Context: an optimization exercise on an open-source flow, tuned for small area and a short achievable clock period. The choices shown serve that exercise and are no tape-out recipe.
At most, simulation tests tie the RTL to the original design; equivalence was not proved.
No activity file was given, so power comes from the tool's default toggle rates. No driver is modelled on the clock port, so clocking that relies on it looks cheaper here than on a real chip.

## rev 12
// fifo
module fifo(
  input clk,rst,wr_en,rd_en,
  input [7:0] buf_in,
  output reg [7:0]buf_out,
  output buf_empty,
  output reg buf_full,
  output reg [6:0] fifo_counter
);
Size: ~1100 cells after synthesis, ~550 flip-flops, ~29 I/O pins, ~20000 µm² of cells after synthesis.
==> flow/config.mk <==
export PLATFORM = sky130hd
export DESIGN_NAME = fifo
export DESIGN_NICKNAME = fifo
export VERILOG_FILES = /design/flow/design.v
export SDC_FILE = /design/flow/constraint.sdc
export NUM_CORES = 4
export LEC_CHECK = 0
export CAP_MARGIN = 20
export CORE_MARGIN = 2
export CORE_UTILIZATION = 40
export SETUP_SLACK_MARGIN = 1.5
export SLEW_MARGIN = 20
export SYNTH_HIERARCHICAL = 1
export SYNTH_MINIMUM_KEEP_SIZE = 0
==> flow/constraint.sdc <==
create_clock -name core_clock -period 3.3 [get_ports {clk}]
set_input_delay 0.6600 -clock core_clock [delete_from_list [all_inputs] [get_ports {clk}]]
set_output_delay 0.6600 -clock core_clock [all_outputs]
set_load 0.01 [all_outputs]
standard.sh (not shown) runs the stock make flow with config.mk's settings and CLKGATE_MAP_FILE= SYNTH_SCRIPT=/design/flow/synth_recipe.tcl, a recipe that flattens the netlist after the stock synthesis.
==> flow/flow/run.sh <==
#!/bin/bash
# Standard ORFS layout, with plain buffers on the ports, resizing not limited
# to each cell's footprint, and larger clock-tree sink clusters.
set -euo pipefail
bash standard.sh MATCH_CELL_FOOTPRINT=0 \
  "BUFFER_PORTS_ARGS=-buffer_cell sky130_fd_sc_hd__buf_4" \
  "CTS_ARGS=-sink_clustering_enable -repair_clock_nets -dont_use_dummy_load -sink_clustering_size 30 -sink_clustering_max_diameter 100" \
  finish > flow.log 2>&1
The flow did not stop early for rev 12: all stages ran, and the layout cleared the timing, design-rule and antenna checks.
Modified inputs, rev 13 compared to rev 12
diff --git a/flow/config.mk b/flow/config.mk
--- a/flow/config.mk
+++ b/flow/config.mk
@@ -11 +11 @@
-export SETUP_SLACK_MARGIN = 1.5
+export SETUP_SLACK_MARGIN = 1.4
Findings:
Looking at rev 12 and rev 13, the floorplan die area is a wash.
Any difference in fraction of area in clock buffers and inverters between rev 13 and rev 12 is small enough to ignore.
Rev 13: combinational power lower than rev 12
The run showing the greater routed wire length is rev 12.

* * *

== yarrow ==
fifo, a different RTL version from the one above (not shown whole).
For scale: ~1800 cells after synthesis, about 550 flip-flops, roughly 29 I/O pins.
Settings: LEC_CHECK=0, ABC_AREA=1, CAP_MARGIN=20, CORE_MARGIN=2, CORE_UTILIZATION=40, SETUP_SLACK_MARGIN=1.4, SLEW_MARGIN=20; clock period 3.3 ns.
Scripts as last shown in full above: flow/flow/run.sh
Relative to yarrow, the following input files were edited for quartz:
-- flow/config.mk --
<<< yarrow, line 8
export ABC_AREA = 1
>>> quartz, line 8
==> run summary <==
Of the two values seen for critical path capture point, buf_out[7] was produced by quartz and buf_mem[42][1] by yarrow. Higher fraction of standard cell area in multi-input logic goes to yarrow over quartz. Compared with yarrow, quartz shows a higher post-layout worst setup margin. In quartz the total number of multi-input combinational cells turned out about 60% lower than in yarrow. Relative to yarrow, combinational power share decreased by 19 points in quartz. The run showing the smaller internal power consumption is quartz. Compared to yarrow, quartz has worst-case headroom to the max-slew limit 0.23 points higher. Compared with yarrow, quartz shows total number of tap cells that has gone down by a few percent.
Modified inputs, nickel compared to quartz
==> flow/flow/run.sh <==
#!/bin/bash
# Standard ORFS layout, with plain buffers on the ports and resizing not
# limited to each cell's footprint.
set -euo pipefail
bash standard.sh MATCH_CELL_FOOTPRINT=0 \
  "BUFFER_PORTS_ARGS=-buffer_cell sky130_fd_sc_hd__buf_4" \
  finish > flow.log 2>&1
Findings:
The global-route met3 utilization in nickel sits 2.0 points above the value recorded for quartz. Transition at the pin with the smallest max-transition slack was higher in nickel than in quartz. Lower proportion of final cell area spent on non-clock buffers among quartz and nickel: quartz. nickel ends up with lower sequential share of layout area than quartz does. Looking at final critical path time including I/O delays and setup, nickel sits 33 ps above quartz. Re buffering stage count on the worst path with inverters included: nickel is 1 up on quartz.

* * *

fifo, a different RTL version from the one above (not shown whole).
Size in the first run: about 540 flip-flops, about 29 I/O pins, about 0.019 sq mm of cells after synthesis.
export LEC_CHECK = 0
export CAP_MARGIN = 20
export CORE_MARGIN = 2
export CORE_UTILIZATION = 40
export SETUP_SLACK_MARGIN = 1.3
export SLEW_MARGIN = 20
export SYNTH_HIERARCHICAL = 1
export SYNTH_MINIMUM_KEEP_SIZE = 0
create_clock -name core_clock -period 3.3 [get_ports {clk}]
==> flow/flow/run.sh <==
#!/bin/bash
# Standard ORFS layout, with plain buffers on the ports, resizing not limited
# to each cell's footprint, and larger clock-tree sink clusters.
set -euo pipefail
bash standard.sh MATCH_CELL_FOOTPRINT=0 \
  "BUFFER_PORTS_ARGS=-buffer_cell sky130_fd_sc_hd__buf_4" \
  "CTS_ARGS=-sink_clustering_enable -repair_clock_nets -dont_use_dummy_load -sink_clustering_size 30 -sink_clustering_max_diameter 100" \
  finish > flow.log 2>&1
Then changed:
--- a/flow/config.mk
+++ b/flow/config.mk
@@ -10,3 +10,3 @@
 export CORE_UTILIZATION = 40
-export SETUP_SLACK_MARGIN = 1.3
+export SETUP_SLACK_MARGIN = 1.45
 export SLEW_MARGIN = 20
Final cell count climbs slightly.
Global-route usage came out higher by 0.34 points.
Combinational power is higher by a few percent.
Wire length went up by a few percent.
Total power went up slightly.
Non-clock buffer count goes up by 23.
Sequential share of layout area drops by 0.92 points.
Sequential cell count does not change.
Then changed:
--- a/flow/config.mk
+++ b/flow/config.mk
@@ -10,3 +10,3 @@
 export CORE_UTILIZATION = 40
-export SETUP_SLACK_MARGIN = 1.45
+export SETUP_SLACK_MARGIN = 1.4
 export SLEW_MARGIN = 20
Power fell slightly.
Sequential share of layout area came out higher by 0.56 points.
Worst hold slack barely changes.
Setup slack improved by 0.015 ns.
Synthesized area stays the same.
Global-route usage shrinks by 0.12 points.
Die area does not change.
Fmax rose slightly.
Core utilization falls by 0.36 points.
Critical path depth went down by 2.
Function was not checked in any run of this note: the RTL went through the layout flow alone.

-- port drivers added, routing unchanged --
The flow's constraints put no driver on any port. The routed layouts listed below were extracted and timed again, unchanged, in two steps.
Step 1 (the two cells are an assumption about what drives the block):
set clk [get_ports {clk}]
set_driving_cell -lib_cell sky130_fd_sc_hd__clkbuf_16 $clk
set_driving_cell -lib_cell sky130_fd_sc_hd__buf_2 [delete_from_list [all_inputs] $clk]
Step 2 times the ports against the registers' clock, not the clock port: input delays grow and output delays shrink by t, the midpoint of the rising clock arrivals with the driver on.
Slacks: no drivers / after step 1 / after step 2; pairs: no drivers / after step 1.
run	shift t [ns]	slack for setup (ns)	hold slack, ns	worst data-port slew with drivers (ns)	cell pins on the clock port's net
rev 12	0.586	1.465 / 1.413 / 1.171	0.185 / 0.152 / 0.385	0.03	1
rev 13	0.583	1.449 / 1.395 / 1.131	0.185 / 0.152 / 0.386	0.03	1
yarrow	0.617	1.297 / 1.297 / 0.901	0.243 / 0.216 / 0.430	0.03	1
quartz	0.586	1.321 / 1.308 / 1.056	0.180 / 0.147 / 0.396	0.04	1
nickel	0.656	1.289 / 1.289 / 0.988	0.196 / 0.162 / 0.436	0.03	1
the first run of note 3	0.609	1.327 / 1.279 / 0.995	0.261 / 0.239 / 0.450	0.05	1
the second run of note 3	0.613	1.413 / 1.388 / 1.087	0.174 / 0.145 / 0.443	0.04	1
the third run of note 3	0.611	1.427 / 1.377 / 1.129	0.175 / 0.145 / 0.440	0.04	1
After both steps every run listed still meets setup and hold. The setup slack of yarrow, which loses most, moves by 0.000 ns with the drivers and by -0.396 ns with both steps.
